From an optimization exercise on the open Yosys and OpenROAD flow, aimed at small area; shortcuts taken in it are not production practice.
The RTL was checked by simulation tests, not by an equivalence proof against the original design.
Power is estimated from default activity; no workload was simulated.

Design ahb_pwm, start of the top module:
module ahb_pwm(
    input              I_ahb_clk,
    input              I_rst,
    input   [1:0]      I_ahb_htrans,
    input              I_ahb_hwrite,
    input   [31:0]     I_ahb_haddr,
    input   [2:0]      I_ahb_hsize,
    input   [2:0]      I_ahb_hburst,
    input   [3:0]      I_ahb_hprot,
    input              I_ahb_hmastlock,
    input   [31:0]     I_ahb_hwdata,
    output  reg [31:0] O_ahb_hrdata,
    output  wire[1:0]  O_ahb_hresp,
    output  wire       O_ahb_hready,
    output  [7:0]      pwmo
);
==> flow/config.mk <==
export PLATFORM = sky130hd
export DESIGN_NAME = ahb_pwm
export DESIGN_NICKNAME = ahb_pwm
export VERILOG_FILES = /design/flow/design.v
export SDC_FILE = /design/flow/constraint.sdc
export NUM_CORES = 4
export LEC_CHECK = 0
export CAP_MARGIN = 20
export CORE_MARGIN = 2
export CORE_UTILIZATION = 70
export CTS_BUF_LIST = sky130_fd_sc_hd__clkbuf_8
export CTS_CLUSTER_DIAMETER = 60
export CTS_CLUSTER_SIZE = 16
export GPL_TIMING_DRIVEN = 0
export PLACE_DENSITY = 0.8
export SLEW_MARGIN = 20
export SYNTH_HIERARCHICAL = 1
==> flow/constraint.sdc <==
create_clock -name core_clock -period 5.0 [get_ports {I_ahb_clk}]
set_input_delay 1.0000 -clock core_clock [delete_from_list [all_inputs] [get_ports {I_ahb_clk}]]
set_output_delay 1.0000 -clock core_clock [all_outputs]
set_load 0.01 [all_outputs]
standard.sh (not shown) runs the stock make flow with config.mk's settings and CLKGATE_MAP_FILE= SYNTH_SCRIPT=/design/flow/synth_recipe.tcl, a recipe that flattens the netlist after the stock synthesis.
==> flow/flow/run.sh <==
#!/bin/bash
# Layout flow: the standard ORFS flow (standard.sh, unchanged synthesis),
# with two changes to how the layout is made:
#  - ports are buffered with sky130_fd_sc_hd__buf_1 instead of the default
#    port buffer cell;
#  - clock tree synthesis uses clkbuf_8 leaf clusters and no dummy loads.
# All tool output goes to flow.log in this folder; ORFS keeps each step's
# log under orfs/logs/.
set -euo pipefail
bash standard.sh \
  "BUFFER_PORTS_ARGS=-buffer_cell sky130_fd_sc_hd__buf_1" \
  "CTS_ARGS=-sink_clustering_enable -repair_clock_nets -dont_use_dummy_load -buf_list sky130_fd_sc_hd__clkbuf_8 -sink_clustering_size 18 -sink_clustering_max_diameter 60" \
  finish > flow.log 2>&1
The baseline completed without violations.
Edit:
--- a/flow/design.v
+++ b/flow/design.v
@@ -6,23 +6,23 @@
     input   [31:0]     I_ahb_haddr,
     input   [2:0]      I_ahb_hsize,
     input   [2:0]      I_ahb_hburst,
     input   [3:0]      I_ahb_hprot,
     input              I_ahb_hmastlock,
     input   [31:0]     I_ahb_hwdata,
     output  reg [31:0] O_ahb_hrdata,
     output  wire[1:0]  O_ahb_hresp,
     output  wire       O_ahb_hready,
     output  [7:0]      pwmo
 );
-localparam [31:0] POL = 32'hffff_5540;
+localparam [31:0] POL = 32'hffff_5554;
 reg s1, s2;
 always @(posedge I_ahb_clk or posedge I_rst) begin
     if (I_rst) begin
         s1 <= 1'b0;
         s2 <= 1'b0;
     end else begin
         s1 <= (I_ahb_htrans == 2'b10);
         s2 <= s1;
     end
 end
 assign O_ahb_hready = ~(s1 | s2);
@@ -174,23 +174,23 @@
 generate
 for (g = 0; g < 8; g = g + 1) begin : ch
     wire en = POL[g] ? ens[g] : ~ens[g];
     pwm_ch #(.DPOL(POL[4*g +: 4])) u (
         .clk(I_ahb_clk), .rst(I_rst), .en(en),
         .divs(divs[4*g +: 4]), .pers(pers[16*g +: 16]),
         .duts(duts[16*g +: 16]), .pwm(pwmo[g]));
 end
 endgenerate
 endmodule
 module pwm_ch #(
-    parameter [3:0] DPOL = 4'b0000    
+    parameter [3:0] DPOL = 4'b0100    
 ) (
     input         clk,
     input         rst,
     input         en,
     input  [3:0]  divs,
     input  [15:0] pers,
     input  [15:0] duts,
     output reg    pwm
 );
 reg [4:0]  cc;
 reg [16:0] cpp;      
@@ -224,43 +224,40 @@
 wire [16:0] inc, cpd;
 wire [15:0] cpc;
 c_ha hcp0 (.a(cpp[0]), .b(t), .s(inc[0]), .co(cpc[0]));
 generate
 for (i = 1; i < 16; i = i + 1) begin : hcp
     c_ha h (.a(cpp[i]), .b(cpc[i-1]), .s(inc[i]), .co(cpc[i]));
 end
 endgenerate
 c_xor2 xcp16 (.a(cpp[16]), .b(cpc[15]), .y(inc[16]));
 wire [16:1] kp, kd;
 wire [15:0] an;
-c_or2  kp0 (.a(cpp[0]), .b(pers[0]), .y(kp[1]));
-c_and2 kd0 (.a(cpp[0]), .b(duts[0]), .y(kd[1]));
+c_nor2  kp0 (.a(cpp[0]), .b(pers[0]), .y(kp[1]));
+c_nand2 kd0 (.a(cpp[0]), .b(duts[0]), .y(kd[1]));
 generate
 for (i = 1; i < 16; i = i + 1) begin : cmp
-    if (i < 6) begin : m
-        c_maj  sp (.a(cpp[i]), .b(pers[i]), .c(kp[i]), .y(kp[i+1]));
-        c_maj  sd (.a(cpp[i]), .b(duts[i]), .c(kd[i]), .y(kd[i+1]));
-    end else if (i % 2 == 1) begin : a
+    if (i % 2 == 1) begin : a
         c_cmpa sp (.a(cpp[i]), .bn(pers[i]), .c(kp[i]), .y(kp[i+1]));
         c_cmpa sd (.a(cpp[i]), .bn(duts[i]), .c(kd[i]), .y(kd[i+1]));
     end else begin : b
         c_inv  ia (.a(cpp[i]), .y(an[i]));
         c_cmpb sp (.an(an[i]), .b(pers[i]), .cn(kp[i]), .y(kp[i+1]));
         c_cmpb sd (.an(an[i]), .b(duts[i]), .cn(kd[i]), .y(kd[i+1]));
     end
 end
 endgenerate
 wire ltp, led;
 c_nor2 ultp (.a(cpp[16]), .b(kp[16]), .y(ltp));
 c_nor2 uled (.a(cpp[16]), .b(kd[16]), .y(led));
-localparam [15:0] P = 16'h5540;
+localparam [15:0] P = 16'h5554;
 wire pz = ((pers ^ ~P) == 16'd0);
 wire dz = ((duts ^ ~P) == 16'd0);
 wire nz = |cpp;
 wire z   = rst | (t & ~(pz | ltp));
 wire zn  = ~z;
 c_or2 mcp0 (.a(inc[0]), .b(z), .y(cpd[0]));
 generate
 for (i = 1; i < 17; i = i + 1) begin : mcp
     c_and2 m (.a(inc[i]), .b(zn), .y(cpd[i]));
 end
 endgenerate
@@ -306,25 +303,22 @@
     assign y = ~(a | b);
 endmodule
 module c_nand4(input a, input b, input c, input d, output y);
     assign y = ~(a & b & c & d);
 endmodule
 module c_xor2(input a, input b, output y);
     assign y = a ^ b;
 endmodule
 module c_xnor2(input a, input b, output y);
     assign y = ~(a ^ b);
 endmodule
-module c_maj(input a, input b, input c, output y);
-    assign y = (a & b) | (a & c) | (b & c);
-endmodule
 module c_ha(input a, input b, output s, output co);
     assign s  = a ^ b;
     assign co = a & b;
 endmodule
 module c_a21o(input a1, input a2, input b1, output y);
     assign y = (a1 & a2) | b1;
 endmodule
 module c_o21ai(input a1, input a2, input b1, output y);
     assign y = ~((a1 | a2) & b1);
 endmodule
 module c_a22o(input a1, input a2, input b1, input b2, output y);
After rerunning: The changed run produced a clean layout; sequential power hardly moves; register-to-register slack gets better by 0.23 ns; setup slack gets better by 0.23 ns; design area went up by about 0.45%; final cell count went up by 5.4%; global-route usage hardly moves; worst hold slack gets better by 0.0095 ns; routed wire length went up by about 0.6%.

## separate check: timing with driven ports
No port has a modelled driver above. Below, the same layouts with a new extraction and two added sets of constraints. Step 1, drivers: a clkbuf_16 drives I_ahb_clk and a buf_2 each remaining input, both assumed. Step 2 moves the port delays by t, midway between the first and last clock arrival at a register: inputs arrive t later, outputs are due t later. That takes back most of the time a late clock gives input paths. Three values: ideal ports, drivers, drivers and shift; two values: the first two.
| run | t (ns) | setup WS [ns] | worst setup path after step 2 | clock arrival spread, ns | cell pins on the clock port's net |
|---|---|---|---|---|---|
| the first run | 0.635 | 0.388 / 0.388 / 0.388 | register to register | 0.052 / 0.053 | 1 |
| the second run | 0.651 | 0.618 / 0.618 / 0.057 | input to register | 0.062 / 0.061 | 1 |
After both steps every run listed still meets setup and hold. For the second run, which loses most, drivers alone change the setup slack by 0.000 ns; drivers and shift together by -0.561 ns.
